From an optimization exercise on the open Yosys and OpenROAD flow, aimed at small area and a short achievable clock period; shortcuts taken in it are not production practice.
Function not checked in this run: the RTL went through the layout flow alone.
Power figures rest on the tool's default switching activity, not on a simulated workload.

`design/flow/flow/run.sh`:
```
#!/bin/bash
# Layout flow: the standard flow (standard.sh, unchanged synthesis) with
# smaller port buffers, smaller clock buffers and no dummy clock loads. Each tool's full output
# stays in orfs/logs/; make's own output goes to flow_make.log here.
set -euo pipefail
bash standard.sh \
  "BUFFER_PORTS_ARGS=-buffer_cell sky130_fd_sc_hd__buf_2" \
  "CTS_ARGS=-sink_clustering_enable -repair_clock_nets -dont_use_dummy_load -buf_list sky130_fd_sc_hd__clkbuf_8" \
  finish > flow_make.log 2>&1
```
`design/flow/standard.sh`:
```
#!/bin/bash
# synth_recipe.tcl (not shown) runs the flow's synth.tcl, then flattens the netlist and writes it again
# the make line also repeats each setting of config.mk as NAME=value (left out here)
make -C /OpenROAD-flow-scripts/flow DESIGN_CONFIG=/design/flow/config.mk WORK_HOME=/design/flow/orfs CLKGATE_MAP_FILE= SYNTH_SCRIPT=/design/flow/synth_recipe.tcl "${@:-finish}"
```
`design/flow/config.mk`:
```
export PLATFORM = sky130hd
export DESIGN_NAME = datapath
export DESIGN_NICKNAME = datapath
export VERILOG_FILES = /design/flow/design.v
export SDC_FILE = /design/flow/constraint.sdc
export NUM_CORES = 4
export LEC_CHECK = 0
export CAP_MARGIN = 20
export CORE_MARGIN = 2
export CORE_UTILIZATION = 65
export SETUP_SLACK_MARGIN = 2.6
export SLEW_MARGIN = 20
export SYNTH_HIERARCHICAL = 1
export SYNTH_MINIMUM_KEEP_SIZE = 0
```
`design/flow/constraint.sdc`:
```
create_clock -name core_clock -period 5.0 [get_ports {clk}]
set_input_delay 1.0000 -clock core_clock [delete_from_list [all_inputs] [get_ports {clk}]]
set_output_delay 1.0000 -clock core_clock [all_outputs]
set_load 0.01 [all_outputs]
```
`design/flow/design.v`:
```
module alu16(a, b, imm, asel, bsel, shift, op, loadc, loads, c_q, s_q, d_c, d_s);
  input [15:0] a, b;
  input [4:0] imm;
  input asel, bsel;
  input [1:0] shift, op;
  input loadc, loads;
  input [15:0] c_q;   
  input s_q;          
  output [15:0] d_c;  
  output d_s;         
  wire sub = op[0];
  wire sub_n = ~op[0];
  wire asel_n = ~asel;
  wire loadc_n = ~loadc;
  wire loads_n = ~loads;
  wire ld_arith_n = ~(loadc & ~op[1]);
  wire ld_not_n = ~(loadc & op[1] & op[0]);
  wire ld_and_n = ~(loadc & op[1] & ~op[0]);
  wire ld_arith = loads & ~op[1];
  wire ld_not = loads & op[1] & op[0];
  wire ld_and = loads & op[1] & ~op[0];
  wire [15:0] bin, ainx, pn, gn;
  wire s0_n;
  wire s1_n;
  wire sel_b0;
  wire sel_l0;
  wire sel_r0;
  wire sel_b1;
  wire sel_l1;
  wire sel_r1;
  wire s_x;
  wire sel_bs;
  wire bt0_0;
  wire bt0_1;
  wire bt0_2;
  wire bt1_0;
  wire bt1_1;
  wire bt2_0;
  wire bt2_1;
  wire bt3_0;
  wire bt3_1;
  wire bt4_0;
  wire bt4_1;
  wire bt5_0;
  wire bt5_1;
  wire bt5_2;
  wire bt6_0;
  wire bt6_1;
  wire bt6_2;
  wire bt7_0;
  wire bt7_1;
  wire bt7_2;
  wire bt8_0;
  wire bt8_1;
  wire bt8_2;
  wire bt9_0;
  wire bt9_1;
  wire bt9_2;
  wire bt10_0;
  wire bt10_1;
  wire bt10_2;
  wire bt11_0;
  wire bt11_1;
  wire bt11_2;
  wire bt12_0;
  wire bt12_1;
  wire bt12_2;
  wire bt13_0;
  wire bt13_1;
  wire bt13_2;
  wire bt14_0;
  wire bt14_1;
  wire bt14_2;
  wire bt15_0;
  wire bt15_1;
  wire an_0;
  wire an_1;
  wire an_2;
  wire an_3;
  wire an_4;
  wire an_5;
  wire an_6;
  wire an_7;
  wire an_8;
  wire an_9;
  wire an_10;
  wire an_11;
  wire an_12;
  wire an_13;
  wire an_14;
  wire an_15;
  wire g0n_0;
  wire p0n_0;
  wire pzn_0;
  wire g0n_1;
  wire p0n_1;
  wire pzn_1;
  wire g0n_2;
  wire p0n_2;
  wire pzn_2;
  wire g0n_3;
  wire p0n_3;
  wire pzn_3;
  wire g0n_4;
  wire p0n_4;
  wire pzn_4;
  wire g0n_5;
  wire p0n_5;
  wire pzn_5;
  wire g0n_6;
  wire p0n_6;
  wire pzn_6;
  wire g0n_7;
  wire p0n_7;
  wire pzn_7;
  wire g0n_8;
  wire p0n_8;
  wire pzn_8;
  wire g0n_9;
  wire p0n_9;
  wire pzn_9;
  wire g0n_10;
  wire p0n_10;
  wire pzn_10;
  wire g0n_11;
  wire p0n_11;
  wire pzn_11;
  wire g0n_12;
  wire p0n_12;
  wire pzn_12;
  wire g0n_13;
  wire p0n_13;
  wire pzn_13;
  wire g0n_14;
  wire p0n_14;
  wire pzn_14;
  wire g0n_15;
  wire p0n_15;
  wire pzn_15;
  wire g1_1;
  wire g1_3;
  wire pp1_3;
  wire g1_5;
  wire pp1_5;
  wire g1_7;
  wire pp1_7;
  wire g1_9;
  wire pp1_9;
  wire g1_11;
  wire pp1_11;
  wire g1_13;
  wire pp1_13;
  wire g1_15;
  wire pp1_15;
  wire g0n_2_i;
  wire p0n_2_i;
  wire g2_2;
  wire g2_3;
  wire g0n_6_i;
  wire p0n_6_i;
  wire g2_6;
  wire pp2_6;
  wire g2_7;
  wire pp2_7;
  wire g0n_10_i;
  wire p0n_10_i;
  wire g2_10;
  wire pp2_10;
  wire g2_11;
  wire pp2_11;
  wire g0n_14_i;
  wire p0n_14_i;
  wire g2_14;
  wire pp2_14;
  wire g2_15;
  wire pp2_15;
  wire g3_4;
  wire g1_5_i;
  wire pp1_5_i;
  wire g3_5;
  wire g3_6;
  wire g3_7;
  wire g3_12;
  wire pp3_12;
  wire g1_13_i;
  wire pp1_13_i;
  wire g3_13;
  wire pp3_13;
  wire g3_14;
  wire pp3_14;
  wire g3_15;
  wire pp3_15;
  wire g0n_8_i;
  wire p0n_8_i;
  wire g4_8;
  wire g4_9;
  wire g2_10_i;
  wire pp2_10_i;
  wire g4_10;
  wire g2_11_i;
  wire pp2_11_i;
  wire g4_11;
  wire g4_12;
  wire g4_13;
  wire g4_14;
  wire g4_15;
  wire g3_7_b;
  wire g2_3_b;
  wire q_0;
  wire sn_0;
  wire v_0;
  wire u_0;
  wire q_1;
  wire sn_1;
  wire v_1;
  wire u_1;
  wire q_2;
  wire sn_2;
  wire v_2;
  wire u_2;
  wire q_3;
  wire sn_3;
  wire v_3;
  wire u_3;
  wire q_4;
  wire sn_4;
  wire v_4;
  wire u_4;
  wire q_5;
  wire sn_5;
  wire v_5;
  wire u_5;
  wire q_6;
  wire sn_6;
  wire v_6;
  wire u_6;
  wire q_7;
  wire sn_7;
  wire v_7;
  wire u_7;
  wire q_8;
  wire sn_8;
  wire v_8;
  wire u_8;
  wire q_9;
  wire sn_9;
  wire v_9;
  wire u_9;
  wire q_10;
  wire sn_10;
  wire v_10;
  wire u_10;
  wire q_11;
  wire sn_11;
  wire v_11;
  wire u_11;
  wire q_12;
  wire sn_12;
  wire v_12;
  wire u_12;
  wire q_13;
  wire sn_13;
  wire v_13;
  wire u_13;
  wire q_14;
  wire sn_14;
  wire v_14;
  wire u_14;
  wire q_15;
  wire sn_15;
  wire v_15;
  wire u_15;
  wire k_0;
  wire e_0;
  wire k_1;
  wire e_1;
  wire k_2;
  wire e_2;
  wire k_3;
  wire e_3;
  wire k_4;
  wire e_4;
  wire k_5;
  wire e_5;
  wire k_6;
  wire e_6;
  wire k_7;
  wire e_7;
  wire k_8;
  wire e_8;
  wire k_9;
  wire e_9;
  wire k_10;
  wire e_10;
  wire k_11;
  wire e_11;
  wire k_12;
  wire e_12;
  wire k_13;
  wire e_13;
  wire k_14;
  wire e_14;
  wire k_15;
  wire e_15;
  wire za_q0;
  wire za_q1;
  wire za_q2;
  wire za_q3;
  wire za_h0;
  wire za_h1;
  wire za_n;
  wire zand_q0;
  wire zand_q1;
  wire zand_q2;
  wire zand_q3;
  wire zand_h0;
  wire zand_h1;
  wire zand_n;
  wire znot_q0;
  wire znot_q1;
  wire znot_q2;
  wire znot_q3;
  wire znot_h0;
  wire znot_h1;
  wire znot_n;
  wire hold_n;
  c_inv u1(.a(shift[0]), .y(s0_n));
  c_inv u2(.a(shift[1]), .y(s1_n));
  c_nor3 u3(.a(bsel), .b(shift[1]), .c(shift[0]), .y(sel_b0));
  c_nor3 u4(.a(bsel), .b(shift[1]), .c(s0_n), .y(sel_l0));
  c_nor2 u5(.a(bsel), .b(s1_n), .y(sel_r0));
  c_nor3 u6(.a(bsel), .b(shift[1]), .c(shift[0]), .y(sel_b1));
  c_nor3 u7(.a(bsel), .b(shift[1]), .c(s0_n), .y(sel_l1));
  c_nor2 u8(.a(bsel), .b(s1_n), .y(sel_r1));
  c_xor2 u9(.a(shift[1]), .b(shift[0]), .y(s_x));
  c_nor2 u10(.a(bsel), .b(s_x), .y(sel_bs));
  c_nand2 u11(.a(sel_b0), .b(b[0]), .y(bt0_0));
  c_nand2 u12(.a(sel_r0), .b(b[1]), .y(bt0_1));
  c_nand2 u13(.a(bsel), .b(imm[0]), .y(bt0_2));
  c_nand3 u14(.a(bt0_0), .b(bt0_1), .c(bt0_2), .y(bin[0]));
  c_aoi22 u15(.a1(sel_b0), .a2(b[1]), .b1(sel_l0), .b2(b[0]), .y(bt1_0));
  c_aoi22 u16(.a1(sel_r0), .a2(b[2]), .b1(bsel), .b2(imm[1]), .y(bt1_1));
  c_nand2 u17(.a(bt1_0), .b(bt1_1), .y(bin[1]));
  c_aoi22 u18(.a1(sel_b0), .a2(b[2]), .b1(sel_l0), .b2(b[1]), .y(bt2_0));
  c_aoi22 u19(.a1(sel_r0), .a2(b[3]), .b1(bsel), .b2(imm[2]), .y(bt2_1));
  c_nand2 u20(.a(bt2_0), .b(bt2_1), .y(bin[2]));
  c_aoi22 u21(.a1(sel_b0), .a2(b[3]), .b1(sel_l0), .b2(b[2]), .y(bt3_0));
  c_aoi22 u22(.a1(sel_r0), .a2(b[4]), .b1(bsel), .b2(imm[3]), .y(bt3_1));
  c_nand2 u23(.a(bt3_0), .b(bt3_1), .y(bin[3]));
  c_aoi22 u24(.a1(sel_b0), .a2(b[4]), .b1(sel_l0), .b2(b[3]), .y(bt4_0));
  c_aoi22 u25(.a1(sel_r0), .a2(b[5]), .b1(bsel), .b2(imm[4]), .y(bt4_1));
  c_nand2 u26(.a(bt4_0), .b(bt4_1), .y(bin[4]));
  c_nand2 u27(.a(sel_b0), .b(b[5]), .y(bt5_0));
  c_nand2 u28(.a(sel_l0), .b(b[4]), .y(bt5_1));
  c_nand2 u29(.a(sel_r0), .b(b[6]), .y(bt5_2));
  c_nand3 u30(.a(bt5_0), .b(bt5_1), .c(bt5_2), .y(bin[5]));
  c_nand2 u31(.a(sel_b0), .b(b[6]), .y(bt6_0));
  c_nand2 u32(.a(sel_l0), .b(b[5]), .y(bt6_1));
  c_nand2 u33(.a(sel_r0), .b(b[7]), .y(bt6_2));
  c_nand3 u34(.a(bt6_0), .b(bt6_1), .c(bt6_2), .y(bin[6]));
  c_nand2 u35(.a(sel_b0), .b(b[7]), .y(bt7_0));
  c_nand2 u36(.a(sel_l0), .b(b[6]), .y(bt7_1));
  c_nand2 u37(.a(sel_r0), .b(b[8]), .y(bt7_2));
  c_nand3 u38(.a(bt7_0), .b(bt7_1), .c(bt7_2), .y(bin[7]));
  c_nand2 u39(.a(sel_b1), .b(b[8]), .y(bt8_0));
  c_nand2 u40(.a(sel_l1), .b(b[7]), .y(bt8_1));
  c_nand2 u41(.a(sel_r1), .b(b[9]), .y(bt8_2));
  c_nand3 u42(.a(bt8_0), .b(bt8_1), .c(bt8_2), .y(bin[8]));
  c_nand2 u43(.a(sel_b1), .b(b[9]), .y(bt9_0));
  c_nand2 u44(.a(sel_l1), .b(b[8]), .y(bt9_1));
  c_nand2 u45(.a(sel_r1), .b(b[10]), .y(bt9_2));
  c_nand3 u46(.a(bt9_0), .b(bt9_1), .c(bt9_2), .y(bin[9]));
  c_nand2 u47(.a(sel_b1), .b(b[10]), .y(bt10_0));
  c_nand2 u48(.a(sel_l1), .b(b[9]), .y(bt10_1));
  c_nand2 u49(.a(sel_r1), .b(b[11]), .y(bt10_2));
  c_nand3 u50(.a(bt10_0), .b(bt10_1), .c(bt10_2), .y(bin[10]));
  c_nand2 u51(.a(sel_b1), .b(b[11]), .y(bt11_0));
  c_nand2 u52(.a(sel_l1), .b(b[10]), .y(bt11_1));
  c_nand2 u53(.a(sel_r1), .b(b[12]), .y(bt11_2));
  c_nand3 u54(.a(bt11_0), .b(bt11_1), .c(bt11_2), .y(bin[11]));
  c_nand2 u55(.a(sel_b1), .b(b[12]), .y(bt12_0));
  c_nand2 u56(.a(sel_l1), .b(b[11]), .y(bt12_1));
  c_nand2 u57(.a(sel_r1), .b(b[13]), .y(bt12_2));
  c_nand3 u58(.a(bt12_0), .b(bt12_1), .c(bt12_2), .y(bin[12]));
  c_nand2 u59(.a(sel_b1), .b(b[13]), .y(bt13_0));
  c_nand2 u60(.a(sel_l1), .b(b[12]), .y(bt13_1));
  c_nand2 u61(.a(sel_r1), .b(b[14]), .y(bt13_2));
  c_nand3 u62(.a(bt13_0), .b(bt13_1), .c(bt13_2), .y(bin[13]));
  c_nand2 u63(.a(sel_b1), .b(b[14]), .y(bt14_0));
  c_nand2 u64(.a(sel_l1), .b(b[13]), .y(bt14_1));
  c_nand2 u65(.a(sel_r1), .b(b[15]), .y(bt14_2));
  c_nand3 u66(.a(bt14_0), .b(bt14_1), .c(bt14_2), .y(bin[14]));
  c_nand2 u67(.a(sel_bs), .b(b[15]), .y(bt15_0));
  c_nand2 u68(.a(sel_l1), .b(b[14]), .y(bt15_1));
  c_nand2 u69(.a(bt15_0), .b(bt15_1), .y(bin[15]));
  c_nand2 u70(.a(a[0]), .b(asel_n), .y(an_0));
  c_xnor2 u71(.a(an_0), .b(sub), .y(ainx[0]));
  c_nand2 u72(.a(a[1]), .b(asel_n), .y(an_1));
  c_xnor2 u73(.a(an_1), .b(sub), .y(ainx[1]));
  c_nand2 u74(.a(a[2]), .b(asel_n), .y(an_2));
  c_xnor2 u75(.a(an_2), .b(sub), .y(ainx[2]));
  c_nand2 u76(.a(a[3]), .b(asel_n), .y(an_3));
  c_xnor2 u77(.a(an_3), .b(sub), .y(ainx[3]));
  c_nand2 u78(.a(a[4]), .b(asel_n), .y(an_4));
  c_xnor2 u79(.a(an_4), .b(sub), .y(ainx[4]));
  c_nand2 u80(.a(a[5]), .b(asel_n), .y(an_5));
  c_xnor2 u81(.a(an_5), .b(sub), .y(ainx[5]));
  c_nand2 u82(.a(a[6]), .b(asel_n), .y(an_6));
  c_xnor2 u83(.a(an_6), .b(sub), .y(ainx[6]));
  c_nand2 u84(.a(a[7]), .b(asel_n), .y(an_7));
  c_xnor2 u85(.a(an_7), .b(sub), .y(ainx[7]));
  c_nand2 u86(.a(a[8]), .b(asel_n), .y(an_8));
  c_xnor2 u87(.a(an_8), .b(sub), .y(ainx[8]));
  c_nand2 u88(.a(a[9]), .b(asel_n), .y(an_9));
  c_xnor2 u89(.a(an_9), .b(sub), .y(ainx[9]));
  c_nand2 u90(.a(a[10]), .b(asel_n), .y(an_10));
  c_xnor2 u91(.a(an_10), .b(sub), .y(ainx[10]));
  c_nand2 u92(.a(a[11]), .b(asel_n), .y(an_11));
  c_xnor2 u93(.a(an_11), .b(sub), .y(ainx[11]));
  c_nand2 u94(.a(a[12]), .b(asel_n), .y(an_12));
  c_xnor2 u95(.a(an_12), .b(sub), .y(ainx[12]));
  c_nand2 u96(.a(a[13]), .b(asel_n), .y(an_13));
  c_xnor2 u97(.a(an_13), .b(sub), .y(ainx[13]));
  c_nand2 u98(.a(a[14]), .b(asel_n), .y(an_14));
  c_xnor2 u99(.a(an_14), .b(sub), .y(ainx[14]));
  c_nand2 u100(.a(a[15]), .b(asel_n), .y(an_15));
  c_xnor2 u101(.a(an_15), .b(sub), .y(ainx[15]));
  c_nand2 u102(.a(ainx[0]), .b(bin[0]), .y(g0n_0));
  c_xnor2 u103(.a(ainx[0]), .b(bin[0]), .y(p0n_0));
  assign pn[0] = p0n_0;
  c_xnor2 u104(.a(ainx[0]), .b(bin[0]), .y(pzn_0));
  assign gn[0] = g0n_0;
  c_nand2 u105(.a(ainx[1]), .b(bin[1]), .y(g0n_1));
  c_xnor2 u106(.a(ainx[1]), .b(bin[1]), .y(p0n_1));
  assign pn[1] = p0n_1;
  c_xnor2 u107(.a(ainx[1]), .b(bin[1]), .y(pzn_1));
  assign gn[1] = g0n_1;
  c_nand2 u108(.a(ainx[2]), .b(bin[2]), .y(g0n_2));
  c_xnor2 u109(.a(ainx[2]), .b(bin[2]), .y(p0n_2));
  assign pn[2] = p0n_2;
  c_xnor2 u110(.a(ainx[2]), .b(bin[2]), .y(pzn_2));
  assign gn[2] = g0n_2;
  c_nand2 u111(.a(ainx[3]), .b(bin[3]), .y(g0n_3));
  c_xnor2 u112(.a(ainx[3]), .b(bin[3]), .y(p0n_3));
  assign pn[3] = p0n_3;
  c_xnor2 u113(.a(ainx[3]), .b(bin[3]), .y(pzn_3));
  assign gn[3] = g0n_3;
  c_nand2 u114(.a(ainx[4]), .b(bin[4]), .y(g0n_4));
  c_xnor2 u115(.a(ainx[4]), .b(bin[4]), .y(p0n_4));
  assign pn[4] = p0n_4;
  c_xnor2 u116(.a(ainx[4]), .b(bin[4]), .y(pzn_4));
  assign gn[4] = g0n_4;
  c_nand2 u117(.a(ainx[5]), .b(bin[5]), .y(g0n_5));
  c_xnor2 u118(.a(ainx[5]), .b(bin[5]), .y(p0n_5));
  assign pn[5] = p0n_5;
  c_xnor2 u119(.a(ainx[5]), .b(bin[5]), .y(pzn_5));
  assign gn[5] = g0n_5;
  c_nand2 u120(.a(ainx[6]), .b(bin[6]), .y(g0n_6));
  c_xnor2 u121(.a(ainx[6]), .b(bin[6]), .y(p0n_6));
  assign pn[6] = p0n_6;
  c_xnor2 u122(.a(ainx[6]), .b(bin[6]), .y(pzn_6));
  assign gn[6] = g0n_6;
  c_nand2 u123(.a(ainx[7]), .b(bin[7]), .y(g0n_7));
  c_xnor2 u124(.a(ainx[7]), .b(bin[7]), .y(p0n_7));
  assign pn[7] = p0n_7;
  c_xnor2 u125(.a(ainx[7]), .b(bin[7]), .y(pzn_7));
  assign gn[7] = g0n_7;
  c_nand2 u126(.a(ainx[8]), .b(bin[8]), .y(g0n_8));
  c_xnor2 u127(.a(ainx[8]), .b(bin[8]), .y(p0n_8));
  assign pn[8] = p0n_8;
  c_xnor2 u128(.a(ainx[8]), .b(bin[8]), .y(pzn_8));
  assign gn[8] = g0n_8;
  c_nand2 u129(.a(ainx[9]), .b(bin[9]), .y(g0n_9));
  c_xnor2 u130(.a(ainx[9]), .b(bin[9]), .y(p0n_9));
  assign pn[9] = p0n_9;
  c_xnor2 u131(.a(ainx[9]), .b(bin[9]), .y(pzn_9));
  assign gn[9] = g0n_9;
  c_nand2 u132(.a(ainx[10]), .b(bin[10]), .y(g0n_10));
  c_xnor2 u133(.a(ainx[10]), .b(bin[10]), .y(p0n_10));
  assign pn[10] = p0n_10;
  c_xnor2 u134(.a(ainx[10]), .b(bin[10]), .y(pzn_10));
  assign gn[10] = g0n_10;
  c_nand2 u135(.a(ainx[11]), .b(bin[11]), .y(g0n_11));
  c_xnor2 u136(.a(ainx[11]), .b(bin[11]), .y(p0n_11));
  assign pn[11] = p0n_11;
  c_xnor2 u137(.a(ainx[11]), .b(bin[11]), .y(pzn_11));
  assign gn[11] = g0n_11;
  c_nand2 u138(.a(ainx[12]), .b(bin[12]), .y(g0n_12));
  c_xnor2 u139(.a(ainx[12]), .b(bin[12]), .y(p0n_12));
  assign pn[12] = p0n_12;
  c_xnor2 u140(.a(ainx[12]), .b(bin[12]), .y(pzn_12));
  assign gn[12] = g0n_12;
  c_nand2 u141(.a(ainx[13]), .b(bin[13]), .y(g0n_13));
  c_xnor2 u142(.a(ainx[13]), .b(bin[13]), .y(p0n_13));
  assign pn[13] = p0n_13;
  c_xnor2 u143(.a(ainx[13]), .b(bin[13]), .y(pzn_13));
  assign gn[13] = g0n_13;
  c_nand2 u144(.a(ainx[14]), .b(bin[14]), .y(g0n_14));
  c_xnor2 u145(.a(ainx[14]), .b(bin[14]), .y(p0n_14));
  assign pn[14] = p0n_14;
  c_xnor2 u146(.a(ainx[14]), .b(bin[14]), .y(pzn_14));
  assign gn[14] = g0n_14;
  c_nand2 u147(.a(ainx[15]), .b(bin[15]), .y(g0n_15));
  c_xnor2 u148(.a(ainx[15]), .b(bin[15]), .y(p0n_15));
  assign pn[15] = p0n_15;
  c_xnor2 u149(.a(ainx[15]), .b(bin[15]), .y(pzn_15));
  assign gn[15] = g0n_15;
  c_oai21 u150(.a1(p0n_1), .a2(g0n_0), .b1(g0n_1), .y(g1_1));
  c_oai21 u151(.a1(p0n_3), .a2(g0n_2), .b1(g0n_3), .y(g1_3));
  c_nor2 u152(.a(p0n_3), .b(p0n_2), .y(pp1_3));
  c_oai21 u153(.a1(p0n_5), .a2(g0n_4), .b1(g0n_5), .y(g1_5));
  c_nor2 u154(.a(p0n_5), .b(p0n_4), .y(pp1_5));
  c_oai21 u155(.a1(p0n_7), .a2(g0n_6), .b1(g0n_7), .y(g1_7));
  c_nor2 u156(.a(p0n_7), .b(p0n_6), .y(pp1_7));
  c_oai21 u157(.a1(p0n_9), .a2(g0n_8), .b1(g0n_9), .y(g1_9));
  c_nor2 u158(.a(p0n_9), .b(p0n_8), .y(pp1_9));
  c_oai21 u159(.a1(p0n_11), .a2(g0n_10), .b1(g0n_11), .y(g1_11));
  c_nor2 u160(.a(p0n_11), .b(p0n_10), .y(pp1_11));
  c_oai21 u161(.a1(p0n_13), .a2(g0n_12), .b1(g0n_13), .y(g1_13));
  c_nor2 u162(.a(p0n_13), .b(p0n_12), .y(pp1_13));
  c_oai21 u163(.a1(p0n_15), .a2(g0n_14), .b1(g0n_15), .y(g1_15));
  c_nor2 u164(.a(p0n_15), .b(p0n_14), .y(pp1_15));
  c_inv u165(.a(g0n_2), .y(g0n_2_i));
  c_inv u166(.a(p0n_2), .y(p0n_2_i));
  c_aoi21 u167(.a1(p0n_2_i), .a2(g1_1), .b1(g0n_2_i), .y(g2_2));
  c_aoi21 u168(.a1(pp1_3), .a2(g1_1), .b1(g1_3), .y(g2_3));
  c_inv u169(.a(g0n_6), .y(g0n_6_i));
  c_inv u170(.a(p0n_6), .y(p0n_6_i));
  c_aoi21 u171(.a1(p0n_6_i), .a2(g1_5), .b1(g0n_6_i), .y(g2_6));
  c_nand2 u172(.a(p0n_6_i), .b(pp1_5), .y(pp2_6));
  c_aoi21 u173(.a1(pp1_7), .a2(g1_5), .b1(g1_7), .y(g2_7));
  c_nand2 u174(.a(pp1_7), .b(pp1_5), .y(pp2_7));
  c_inv u175(.a(g0n_10), .y(g0n_10_i));
  c_inv u176(.a(p0n_10), .y(p0n_10_i));
  c_aoi21 u177(.a1(p0n_10_i), .a2(g1_9), .b1(g0n_10_i), .y(g2_10));
  c_nand2 u178(.a(p0n_10_i), .b(pp1_9), .y(pp2_10));
  c_aoi21 u179(.a1(pp1_11), .a2(g1_9), .b1(g1_11), .y(g2_11));
  c_nand2 u180(.a(pp1_11), .b(pp1_9), .y(pp2_11));
  c_inv u181(.a(g0n_14), .y(g0n_14_i));
  c_inv u182(.a(p0n_14), .y(p0n_14_i));
  c_aoi21 u183(.a1(p0n_14_i), .a2(g1_13), .b1(g0n_14_i), .y(g2_14));
  c_nand2 u184(.a(p0n_14_i), .b(pp1_13), .y(pp2_14));
  c_aoi21 u185(.a1(pp1_15), .a2(g1_13), .b1(g1_15), .y(g2_15));
  c_nand2 u186(.a(pp1_15), .b(pp1_13), .y(pp2_15));
  c_oai21 u187(.a1(p0n_4), .a2(g2_3), .b1(g0n_4), .y(g3_4));
  c_inv u188(.a(g1_5), .y(g1_5_i));
  c_inv u189(.a(pp1_5), .y(pp1_5_i));
  c_oai21 u190(.a1(pp1_5_i), .a2(g2_3), .b1(g1_5_i), .y(g3_5));
  c_oai21 u191(.a1(pp2_6), .a2(g2_3_b), .b1(g2_6), .y(g3_6));
  c_oai21 u192(.a1(pp2_7), .a2(g2_3_b), .b1(g2_7), .y(g3_7));
  c_oai21 u193(.a1(p0n_12), .a2(g2_11), .b1(g0n_12), .y(g3_12));
  c_nor2 u194(.a(p0n_12), .b(pp2_11), .y(pp3_12));
  c_inv u195(.a(g1_13), .y(g1_13_i));
  c_inv u196(.a(pp1_13), .y(pp1_13_i));
  c_oai21 u197(.a1(pp1_13_i), .a2(g2_11), .b1(g1_13_i), .y(g3_13));
  c_nor2 u198(.a(pp1_13_i), .b(pp2_11), .y(pp3_13));
  c_oai21 u199(.a1(pp2_14), .a2(g2_11), .b1(g2_14), .y(g3_14));
  c_nor2 u200(.a(pp2_14), .b(pp2_11), .y(pp3_14));
  c_oai21 u201(.a1(pp2_15), .a2(g2_11), .b1(g2_15), .y(g3_15));
  c_nor2 u202(.a(pp2_15), .b(pp2_11), .y(pp3_15));
  c_inv u203(.a(g0n_8), .y(g0n_8_i));
  c_inv u204(.a(p0n_8), .y(p0n_8_i));
  c_aoi21 u205(.a1(p0n_8_i), .a2(g3_7), .b1(g0n_8_i), .y(g4_8));
  c_aoi21 u206(.a1(pp1_9), .a2(g3_7), .b1(g1_9), .y(g4_9));
  c_inv u207(.a(g2_10), .y(g2_10_i));
  c_inv u208(.a(pp2_10), .y(pp2_10_i));
  c_aoi21 u209(.a1(pp2_10_i), .a2(g3_7), .b1(g2_10_i), .y(g4_10));
  c_inv u210(.a(g2_11), .y(g2_11_i));
  c_inv u211(.a(pp2_11), .y(pp2_11_i));
  c_aoi21 u212(.a1(pp2_11_i), .a2(g3_7), .b1(g2_11_i), .y(g4_11));
  c_aoi21 u213(.a1(pp3_12), .a2(g3_7_b), .b1(g3_12), .y(g4_12));
  c_aoi21 u214(.a1(pp3_13), .a2(g3_7_b), .b1(g3_13), .y(g4_13));
  c_aoi21 u215(.a1(pp3_14), .a2(g3_7_b), .b1(g3_14), .y(g4_14));
  c_aoi21 u216(.a1(pp3_15), .a2(g3_7_b), .b1(g3_15), .y(g4_15));
  c_oai21 u217(.a1(pp2_7), .a2(g2_3), .b1(g2_7), .y(g3_7_b));
  c_aoi21 u218(.a1(pp1_3), .a2(g1_1), .b1(g1_3), .y(g2_3_b));
  c_xnor2 u219(.a(pzn_0), .b(sub), .y(q_0));
  c_inv u220(.a(q_0), .y(sn_0));
  c_o22a u221(.a1(ld_not_n), .a2(bin[0]), .b1(ld_and_n), .b2(gn[0]), .y(v_0));
  c_nand2 u222(.a(loadc_n), .b(c_q[0]), .y(u_0));
  c_o211ai u223(.a1(sn_0), .a2(ld_arith_n), .b1(u_0), .c1(v_0), .y(d_c[0]));
  c_xnor2 u224(.a(pzn_1), .b(sub), .y(q_1));
  c_xor2 u225(.a(q_1), .b(g0n_0), .y(sn_1));
  c_o22a u226(.a1(ld_not_n), .a2(bin[1]), .b1(ld_and_n), .b2(gn[1]), .y(v_1));
  c_nand2 u227(.a(loadc_n), .b(c_q[1]), .y(u_1));
  c_o211ai u228(.a1(sn_1), .a2(ld_arith_n), .b1(u_1), .c1(v_1), .y(d_c[1]));
  c_xnor2 u229(.a(pzn_2), .b(sub), .y(q_2));
  c_xnor2 u230(.a(q_2), .b(g1_1), .y(sn_2));
  c_o22a u231(.a1(ld_not_n), .a2(bin[2]), .b1(ld_and_n), .b2(gn[2]), .y(v_2));
  c_nand2 u232(.a(loadc_n), .b(c_q[2]), .y(u_2));
  c_o211ai u233(.a1(sn_2), .a2(ld_arith_n), .b1(u_2), .c1(v_2), .y(d_c[2]));
  c_xnor2 u234(.a(pzn_3), .b(sub), .y(q_3));
  c_xor2 u235(.a(q_3), .b(g2_2), .y(sn_3));
  c_o22a u236(.a1(ld_not_n), .a2(bin[3]), .b1(ld_and_n), .b2(gn[3]), .y(v_3));
  c_nand2 u237(.a(loadc_n), .b(c_q[3]), .y(u_3));
  c_o211ai u238(.a1(sn_3), .a2(ld_arith_n), .b1(u_3), .c1(v_3), .y(d_c[3]));
  c_xnor2 u239(.a(pzn_4), .b(sub), .y(q_4));
  c_xor2 u240(.a(q_4), .b(g2_3), .y(sn_4));
  c_o22a u241(.a1(ld_not_n), .a2(bin[4]), .b1(ld_and_n), .b2(gn[4]), .y(v_4));
  c_nand2 u242(.a(loadc_n), .b(c_q[4]), .y(u_4));
  c_o211ai u243(.a1(sn_4), .a2(ld_arith_n), .b1(u_4), .c1(v_4), .y(d_c[4]));
  c_xnor2 u244(.a(pzn_5), .b(sub), .y(q_5));
  c_xnor2 u245(.a(q_5), .b(g3_4), .y(sn_5));
  c_o22a u246(.a1(ld_not_n), .a2(bin[5]), .b1(ld_and_n), .b2(gn[5]), .y(v_5));
  c_nand2 u247(.a(loadc_n), .b(c_q[5]), .y(u_5));
  c_o211ai u248(.a1(sn_5), .a2(ld_arith_n), .b1(u_5), .c1(v_5), .y(d_c[5]));
  c_xnor2 u249(.a(pzn_6), .b(sub), .y(q_6));
  c_xnor2 u250(.a(q_6), .b(g3_5), .y(sn_6));
  c_o22a u251(.a1(ld_not_n), .a2(bin[6]), .b1(ld_and_n), .b2(gn[6]), .y(v_6));
  c_nand2 u252(.a(loadc_n), .b(c_q[6]), .y(u_6));
  c_o211ai u253(.a1(sn_6), .a2(ld_arith_n), .b1(u_6), .c1(v_6), .y(d_c[6]));
  c_xnor2 u254(.a(pzn_7), .b(sub), .y(q_7));
  c_xnor2 u255(.a(q_7), .b(g3_6), .y(sn_7));
  c_o22a u256(.a1(ld_not_n), .a2(bin[7]), .b1(ld_and_n), .b2(gn[7]), .y(v_7));
  c_nand2 u257(.a(loadc_n), .b(c_q[7]), .y(u_7));
  c_o211ai u258(.a1(sn_7), .a2(ld_arith_n), .b1(u_7), .c1(v_7), .y(d_c[7]));
  c_xnor2 u259(.a(pzn_8), .b(sub), .y(q_8));
  c_xnor2 u260(.a(q_8), .b(g3_7), .y(sn_8));
  c_o22a u261(.a1(ld_not_n), .a2(bin[8]), .b1(ld_and_n), .b2(gn[8]), .y(v_8));
  c_nand2 u262(.a(loadc_n), .b(c_q[8]), .y(u_8));
  c_o211ai u263(.a1(sn_8), .a2(ld_arith_n), .b1(u_8), .c1(v_8), .y(d_c[8]));
  c_xnor2 u264(.a(pzn_9), .b(sub), .y(q_9));
  c_xor2 u265(.a(q_9), .b(g4_8), .y(sn_9));
  c_o22a u266(.a1(ld_not_n), .a2(bin[9]), .b1(ld_and_n), .b2(gn[9]), .y(v_9));
  c_nand2 u267(.a(loadc_n), .b(c_q[9]), .y(u_9));
  c_o211ai u268(.a1(sn_9), .a2(ld_arith_n), .b1(u_9), .c1(v_9), .y(d_c[9]));
  c_xnor2 u269(.a(pzn_10), .b(sub), .y(q_10));
  c_xor2 u270(.a(q_10), .b(g4_9), .y(sn_10));
  c_o22a u271(.a1(ld_not_n), .a2(bin[10]), .b1(ld_and_n), .b2(gn[10]), .y(v_10));
  c_nand2 u272(.a(loadc_n), .b(c_q[10]), .y(u_10));
  c_o211ai u273(.a1(sn_10), .a2(ld_arith_n), .b1(u_10), .c1(v_10), .y(d_c[10]));
  c_xnor2 u274(.a(pzn_11), .b(sub), .y(q_11));
  c_xor2 u275(.a(q_11), .b(g4_10), .y(sn_11));
  c_o22a u276(.a1(ld_not_n), .a2(bin[11]), .b1(ld_and_n), .b2(gn[11]), .y(v_11));
  c_nand2 u277(.a(loadc_n), .b(c_q[11]), .y(u_11));
  c_o211ai u278(.a1(sn_11), .a2(ld_arith_n), .b1(u_11), .c1(v_11), .y(d_c[11]));
  c_xnor2 u279(.a(pzn_12), .b(sub), .y(q_12));
  c_xor2 u280(.a(q_12), .b(g4_11), .y(sn_12));
  c_o22a u281(.a1(ld_not_n), .a2(bin[12]), .b1(ld_and_n), .b2(gn[12]), .y(v_12));
  c_nand2 u282(.a(loadc_n), .b(c_q[12]), .y(u_12));
  c_o211ai u283(.a1(sn_12), .a2(ld_arith_n), .b1(u_12), .c1(v_12), .y(d_c[12]));
  c_xnor2 u284(.a(pzn_13), .b(sub), .y(q_13));
  c_xor2 u285(.a(q_13), .b(g4_12), .y(sn_13));
  c_o22a u286(.a1(ld_not_n), .a2(bin[13]), .b1(ld_and_n), .b2(gn[13]), .y(v_13));
  c_nand2 u287(.a(loadc_n), .b(c_q[13]), .y(u_13));
  c_o211ai u288(.a1(sn_13), .a2(ld_arith_n), .b1(u_13), .c1(v_13), .y(d_c[13]));
  c_xnor2 u289(.a(pzn_14), .b(sub), .y(q_14));
  c_xor2 u290(.a(q_14), .b(g4_13), .y(sn_14));
  c_o22a u291(.a1(ld_not_n), .a2(bin[14]), .b1(ld_and_n), .b2(gn[14]), .y(v_14));
  c_nand2 u292(.a(loadc_n), .b(c_q[14]), .y(u_14));
  c_o211ai u293(.a1(sn_14), .a2(ld_arith_n), .b1(u_14), .c1(v_14), .y(d_c[14]));
  c_xnor2 u294(.a(pzn_15), .b(sub), .y(q_15));
  c_xor2 u295(.a(q_15), .b(g4_14), .y(sn_15));
  c_o22a u296(.a1(ld_not_n), .a2(bin[15]), .b1(ld_and_n), .b2(gn[15]), .y(v_15));
  c_nand2 u297(.a(loadc_n), .b(c_q[15]), .y(u_15));
  c_o211ai u298(.a1(sn_15), .a2(ld_arith_n), .b1(u_15), .c1(v_15), .y(d_c[15]));
  assign k_0 = sub;
  c_xor2 u299(.a(pzn_0), .b(k_0), .y(e_0));
  c_nand3 u300(.a(gn[0]), .b(pzn_0), .c(sub_n), .y(k_1));
  c_xor2 u301(.a(pzn_1), .b(k_1), .y(e_1));
  c_nand3 u302(.a(gn[1]), .b(pzn_1), .c(sub_n), .y(k_2));
  c_xor2 u303(.a(pzn_2), .b(k_2), .y(e_2));
  c_nand3 u304(.a(gn[2]), .b(pzn_2), .c(sub_n), .y(k_3));
  c_xor2 u305(.a(pzn_3), .b(k_3), .y(e_3));
  c_nand3 u306(.a(gn[3]), .b(pzn_3), .c(sub_n), .y(k_4));
  c_xor2 u307(.a(pzn_4), .b(k_4), .y(e_4));
  c_nand3 u308(.a(gn[4]), .b(pzn_4), .c(sub_n), .y(k_5));
  c_xor2 u309(.a(pzn_5), .b(k_5), .y(e_5));
  c_nand3 u310(.a(gn[5]), .b(pzn_5), .c(sub_n), .y(k_6));
  c_xor2 u311(.a(pzn_6), .b(k_6), .y(e_6));
  c_nand3 u312(.a(gn[6]), .b(pzn_6), .c(sub_n), .y(k_7));
  c_xor2 u313(.a(pzn_7), .b(k_7), .y(e_7));
  c_nand3 u314(.a(gn[7]), .b(pzn_7), .c(sub_n), .y(k_8));
  c_xor2 u315(.a(pzn_8), .b(k_8), .y(e_8));
  c_nand3 u316(.a(gn[8]), .b(pzn_8), .c(sub_n), .y(k_9));
  c_xor2 u317(.a(pzn_9), .b(k_9), .y(e_9));
  c_nand3 u318(.a(gn[9]), .b(pzn_9), .c(sub_n), .y(k_10));
  c_xor2 u319(.a(pzn_10), .b(k_10), .y(e_10));
  c_nand3 u320(.a(gn[10]), .b(pzn_10), .c(sub_n), .y(k_11));
  c_xor2 u321(.a(pzn_11), .b(k_11), .y(e_11));
  c_nand3 u322(.a(gn[11]), .b(pzn_11), .c(sub_n), .y(k_12));
  c_xor2 u323(.a(pzn_12), .b(k_12), .y(e_12));
  c_nand3 u324(.a(gn[12]), .b(pzn_12), .c(sub_n), .y(k_13));
  c_xor2 u325(.a(pzn_13), .b(k_13), .y(e_13));
  c_nand3 u326(.a(gn[13]), .b(pzn_13), .c(sub_n), .y(k_14));
  c_xor2 u327(.a(pzn_14), .b(k_14), .y(e_14));
  c_nand3 u328(.a(gn[14]), .b(pzn_14), .c(sub_n), .y(k_15));
  c_xor2 u329(.a(pzn_15), .b(k_15), .y(e_15));
  c_nand4 u330(.a(e_0), .b(e_1), .c(e_2), .d(e_3), .y(za_q0));
  c_nand4 u331(.a(e_4), .b(e_5), .c(e_6), .d(e_7), .y(za_q1));
  c_nand4 u332(.a(e_8), .b(e_9), .c(e_10), .d(e_11), .y(za_q2));
  c_nand4 u333(.a(e_12), .b(e_13), .c(e_14), .d(e_15), .y(za_q3));
  c_nor2 u334(.a(za_q0), .b(za_q1), .y(za_h0));
  c_nor2 u335(.a(za_q2), .b(za_q3), .y(za_h1));
  c_nand3 u336(.a(za_h0), .b(za_h1), .c(ld_arith), .y(za_n));
  c_nand4 u337(.a(gn[0]), .b(gn[1]), .c(gn[2]), .d(gn[3]), .y(zand_q0));
  c_nand4 u338(.a(gn[4]), .b(gn[5]), .c(gn[6]), .d(gn[7]), .y(zand_q1));
  c_nand4 u339(.a(gn[8]), .b(gn[9]), .c(gn[10]), .d(gn[11]), .y(zand_q2));
  c_nand4 u340(.a(gn[12]), .b(gn[13]), .c(gn[14]), .d(gn[15]), .y(zand_q3));
  c_nor2 u341(.a(zand_q0), .b(zand_q1), .y(zand_h0));
  c_nor2 u342(.a(zand_q2), .b(zand_q3), .y(zand_h1));
  c_nand3 u343(.a(zand_h0), .b(zand_h1), .c(ld_and), .y(zand_n));
  c_nand4 u344(.a(bin[0]), .b(bin[1]), .c(bin[2]), .d(bin[3]), .y(znot_q0));
  c_nand4 u345(.a(bin[4]), .b(bin[5]), .c(bin[6]), .d(bin[7]), .y(znot_q1));
  c_nand4 u346(.a(bin[8]), .b(bin[9]), .c(bin[10]), .d(bin[11]), .y(znot_q2));
  c_nand4 u347(.a(bin[12]), .b(bin[13]), .c(bin[14]), .d(bin[15]), .y(znot_q3));
  c_nor2 u348(.a(znot_q0), .b(znot_q1), .y(znot_h0));
  c_nor2 u349(.a(znot_q2), .b(znot_q3), .y(znot_h1));
  c_nand3 u350(.a(znot_h0), .b(znot_h1), .c(ld_not), .y(znot_n));
  c_nand2 u351(.a(loads_n), .b(s_q), .y(hold_n));
  c_nand4 u352(.a(za_n), .b(zand_n), .c(znot_n), .d(hold_n), .y(d_s));
endmodule
module datapath(datapath_in, vsel, writenum, write, readnum, clk, loada, loadb, shift, asel, bsel, ALUop, loadc, loads, datapath_out, Z_out);
  input write, clk, loada, loadb, vsel, asel, bsel, loadc, loads;
  input [1:0] shift, ALUop;
  input [2:0] writenum, readnum;
  input [15:0] datapath_in;
  output [15:0] datapath_out;
  output Z_out;
  reg [15:0] R0, R1, R2, R3, R4, R5, R6, R7;
  reg [15:0] A, B, C;
  reg S;
  wire [15:0] wdata = vsel ? datapath_in : C;
  always @(posedge clk) begin
    if (write && writenum == 3'd0) R0 <= wdata;
    if (write && writenum == 3'd1) R1 <= wdata;
    if (write && writenum == 3'd2) R2 <= wdata;
    if (write && writenum == 3'd3) R3 <= wdata;
    if (write && writenum == 3'd4) R4 <= wdata;
    if (write && writenum == 3'd5) R5 <= wdata;
    if (write && writenum == 3'd6) R6 <= wdata;
    if (write && writenum == 3'd7) R7 <= wdata;
  end
  wire [7:0] rsel = 8'b1 << readnum;
  wire [15:0] rdata;
  genvar i;
  generate
    for (i = 0; i < 16; i = i + 1) begin : rd
      read_bit u(.r({R7[i], R6[i], R5[i], R4[i], R3[i], R2[i], R1[i], R0[i]}), .s(rsel), .q(rdata[i]));
    end
  endgenerate
  always @(posedge clk) begin
    if (loada) A <= rdata;
    if (loadb) B <= rdata;
  end
  wire [15:0] c_next;
  wire s_next;
  alu16 u_alu(.a(A), .b(B), .imm(datapath_in[4:0]), .asel(asel), .bsel(bsel), .shift(shift),
              .op(ALUop), .loadc(loadc), .loads(loads), .c_q(C), .s_q(S),
              .d_c(c_next), .d_s(s_next));
  always @(posedge clk) begin
    C <= c_next;
    S <= s_next;
  end
  assign datapath_out = C;
  assign Z_out = S;
endmodule
module read_bit(r, s, q);
  input [7:0] r, s;
  output q;
  assign q = |(r & s);
endmodule
module c_inv(a, y);
  input a;
  output y;
  assign y = ~a;
endmodule
module c_nand2(a, b, y);
  input a, b;
  output y;
  assign y = ~(a & b);
endmodule
module c_nand3(a, b, c, y);
  input a, b, c;
  output y;
  assign y = ~(a & b & c);
endmodule
module c_nand4(a, b, c, d, y);
  input a, b, c, d;
  output y;
  assign y = ~(a & b & c & d);
endmodule
module c_nor2(a, b, y);
  input a, b;
  output y;
  assign y = ~(a | b);
endmodule
module c_xor2(a, b, y);
  input a, b;
  output y;
  assign y = a ^ b;
endmodule
module c_xnor2(a, b, y);
  input a, b;
  output y;
  assign y = ~(a ^ b);
endmodule
module c_aoi21(a1, a2, b1, y);
  input a1, a2, b1;
  output y;
  assign y = ~((a1 & a2) | b1);
endmodule
module c_oai21(a1, a2, b1, y);
  input a1, a2, b1;
  output y;
  assign y = ~((a1 | a2) & b1);
endmodule
module c_o22a(a1, a2, b1, b2, y);
  input a1, a2, b1, b2;
  output y;
  assign y = (a1 | a2) & (b1 | b2);
endmodule
module c_nor4(a, b, c, d, y);
  input a, b, c, d;
  output y;
  assign y = ~(a | b | c | d);
endmodule
module c_aoi22(a1, a2, b1, b2, y);
  input a1, a2, b1, b2;
  output y;
  assign y = ~((a1 & a2) | (b1 & b2));
endmodule
module c_o211ai(a1, a2, b1, c1, y);
  input a1, a2, b1, c1;
  output y;
  assign y = ~((a1 | a2) & b1 & c1);
endmodule
module c_nor3(a, b, c, y);
  input a, b, c;
  output y;
  assign y = ~(a | b | c);
endmodule
```
==> notes.md <==
Yosys stat by module (local to each module, per instance), excerpt:
| module | cells | copies in the design |
|---|---|---|
| c_xnor2 | 1 | 67 |
| c_inv | 1 | 21 |
| c_oai21 | 1 | 15 |
| c_xor2 | 1 | 27 |
| c_nand4 | 1 | 13 |
| c_o22a | 1 | 16 |
| datapath | 211 | 1 |
per-stage QoR:
stage	utilization	instance area [um2]	setup slack (ns)
finish	0.803	10100	2.42
CTS	0.784	9900	2.54
global route	0.803	10100	2.31
global placement	0.721	9100	1.75
detailed placement	0.721	9100	1.68
floorplan	-	8590	2.30
cell usage in the layout (no fill, tap or decap), types with 19 or more instances in the layout:
master    synthesis  final
edfxtp_1        160    160
nand2_1          94     72
a22oi_1          64     64
buf_2             0     46
xnor2_1          67     43
nand4_1          29     29
buf_4             0     28
xor2_1           27     27
inv_1            25     22
nand3_1          30     19
where the power goes:
| group | internal [mW] | leakage [nW] | switching (mW) |
|---|---|---|---|
| sequential | 1.75 | 1.63 | 0.0638 |
| clock | 0.301 | 0.122 | 0.412 |
| combinational | 0.351 | 1.88 | 0.516 |
| total | 2.40 | 3.63 | 0.992 |
routing by layer:
layer,wire length [um],up-vias,GRT usage
li1,-,2651,-
met3,1620,65,0.0504
met1,7860,2911,0.375
met2,10500,323,0.505
met4,642,0,0.0926
met5,0,-,0
what timing repair did:
item	4_1_cts	5_1_grt
pin swaps	29	21
hold buffers	0	0
endpoints found under the setup margin	17	15
gates cloned	1	0
resized for setup	80	27
buffers inserted	14	10
logic make-up (layout without fill, tap and decap cells):
family                    count (synthesis)  after routing  synth area share
muxes                                    16             16            0.0259
buffers and inverters                    27            126            0.0149
xor gates and xnor gates                 94             94            0.0979
DFF                                     177            177             0.612
AOI/OAI and AO/OA                       134            134             0.134
and+or+nand+nor                         196            196             0.115
sequential cells by signal, indices dropped and copies added, names as in the netlist:
signal / count
A: 16
B: 16
C: 16
R0: 16
R1: 16
R2: 16
R3: 16
R4: 16
R5: 16
R6: 16
R7: 16
S: 1
worst max path at each step:
| stage | slack [ns] | from | endpoint |
|---|---|---|---|
| floorplan | 2.30 | shift[0] | C[10]$_DFF_P_ |
| global placement | 1.75 | ALUop[0] | C[14]$_DFF_P_ |
| detailed placement | 1.68 | ALUop[0] | C[15]$_DFF_P_ |
| CTS | 2.54 | bsel | C[12]$_DFF_P_ |
| global route | 2.31 | shift[1] | C[10]$_DFF_P_ |
| finish | 2.42 | shift[1] | C[12]$_DFF_P_ |
critical path, cell delays in order:
cell and delay, ns:
buf_12 0.12, inv_8 0.04, nor2_4 0.27, a22oi_2 0.14, nand2_2 0.18, xnor2_2 0.12
nor2_2 0.18, nand2_2 0.13, o21ai_4 0.29, a21oi_2 0.10, xor2_1 0.19, o211ai_2 0.09
layout make-up:
type	count	area [um2]
clock buffer	17	234
fill	714	2480
inverter	25	110
multi-input combinational	440	3820
sequential	177	5140
tap	172	215
timing repair buffer	83	611
timing repair inverter	1	7.51
==> impl_metrics.tcl <==
set metrics [dict create \
    diodes 0 \
    grt_max_degree 26 \
    fin_crit_ns 2.58 \
    synth_cells 644 \
    totalNegativeSetupSlack_ns 0 \
    ys_seq_area_frac 0.612 \
    clock_skew_ns 0.0342 \
    die_h_um 118 \
    rows 41 \
    clock-sinks 177 \
    tightest_slew_ns 1.15 \
    clock_latency_ns 0.45 \
    die_w_um 118 \
    remaining_drc_errors 0 \
    dp.cells 873 \
    fmax_mhz 388 \
    hold_slack_ns 0.499 \
    reg2reg_depth 9 \
    peakVddDrop_mv 0.307 \
    ys_ff_latch 177 \
    async_flop_share 0 \
    hpwl_mm 12.5 \
    grt_pass1_wl_mm 30.6 \
    vias_per_cell 6.50 \
    ys_top_cells_by_count "edfxtp_1 (160), nand2_1 (94), xnor2_1 (67)" \
    setup_viol 0 \
    crit_type "primary input to flip-flop" \
    end_kind "flip-flop" \
    grt_pass1_vias 5717 \
    worstReg2RegEnd "C[12]$_DFF_P_" \
    overflow 0 \
    slew_headroom 0.232 \
    path_clk_slew_ns 0.07 \
    syn_area_mm2 0.00841 \
    area_growth_pct 20.6 \
    p_leak_nw 3.63 \
    slew_viol_final 0 \
    drive_above_1_share 0.330 \
    finalHoldViolations 0 \
    cp.arrival_ns 2.85 \
    wl_per_cell_um 22.5 \
    synth_top_area_cell "edfxtp_1" \
    numCtsBuffers 17 \
    r2r_slack_ns 2.88 \
    ios 52 \
    yosysMostFrequentCell "edfxtp_1" \
    rsz0062_at_grt "true" \
    synth.top_cell.area_share 0.572 \
    path_max_fanout 8 \
    hold_start "S$_DFF_P_" \
    ctsHtreeMaxLevel 4 \
    routed_wl_mm 20.6 \
    cts_tree "done" \
    reg2reg_from "B[5]$_DFFE_PP_" \
    clockBufferDepth 2 \
    drt_iter0_drc 718 \
    hold_depth 2 \
    synth_ff_type "edfxtp_1" \
    initial_core_util 0.666 \
    hold_path_end "S$_DFF_P_" \
    vias 5950 \
    syn-num-nets 679 \
    cts-root-buf "clkbuf_8" \
    holdCritPathClass "flip-flop to flip-flop" \
    place.gp.congestion 0.947 \
    maxCapViolations 0 \
    io_buffer_count 51 \
    final_antenna_net_count 0 \
    synth_edf_count 160 \
    ys_types 32 \
    p_total_mw 3.39 \
    nNetsFinal 780 \
    core_mm2 0.0126 \
    drt_first_pass_iters 5 \
    crit_required_ns 5.28 \
    grt_use_total 0.291 \
    synthTopCellsByArea "edfxtp_1 (57%), xnor2_1 (7.0%), a22oi_1 (5.7%)" \
    fin_cells 915 \
    fin_crit_sh 0.515 \
    die_area_mm2 0.0139 \
    yosysWarnings 7 \
    antenna_found_initial 0 \
    start_kind "primary input" \
    synth.avg_cell_area_um2 13.1 \
    power.density_mw_per_mm2 335 \
    status "no timing/DRC/antenna violations" \
]

[re-timing with driven ports]
How much do the figures lean on ideal ports? The routed layout below was timed once more, with nothing changed but the port constraints.
Step 1, drivers: a clkbuf_16 drives clk and a buf_2 each remaining input, both assumed.
Step 2 times the ports against the registers' clock, not the clock port: input delays grow and output delays shrink by t, the midpoint of the rising clock arrivals with the driver on.
Three values: ideal, step 1, step 2; two values: the first two.
t (ns): 0.468
setup WS [ns]: 2.424 / 2.377 / 1.909
latest minus earliest clock arrival (ns): 0.038 / 0.038
worst register clock-pin slew, ns: 0.10 / 0.10
worst slew at a driven data input, ns: 0.08
After both steps this run still meets setup and hold. For this run, drivers alone change the setup slack by -0.047 ns; drivers and shift together by -0.515 ns.
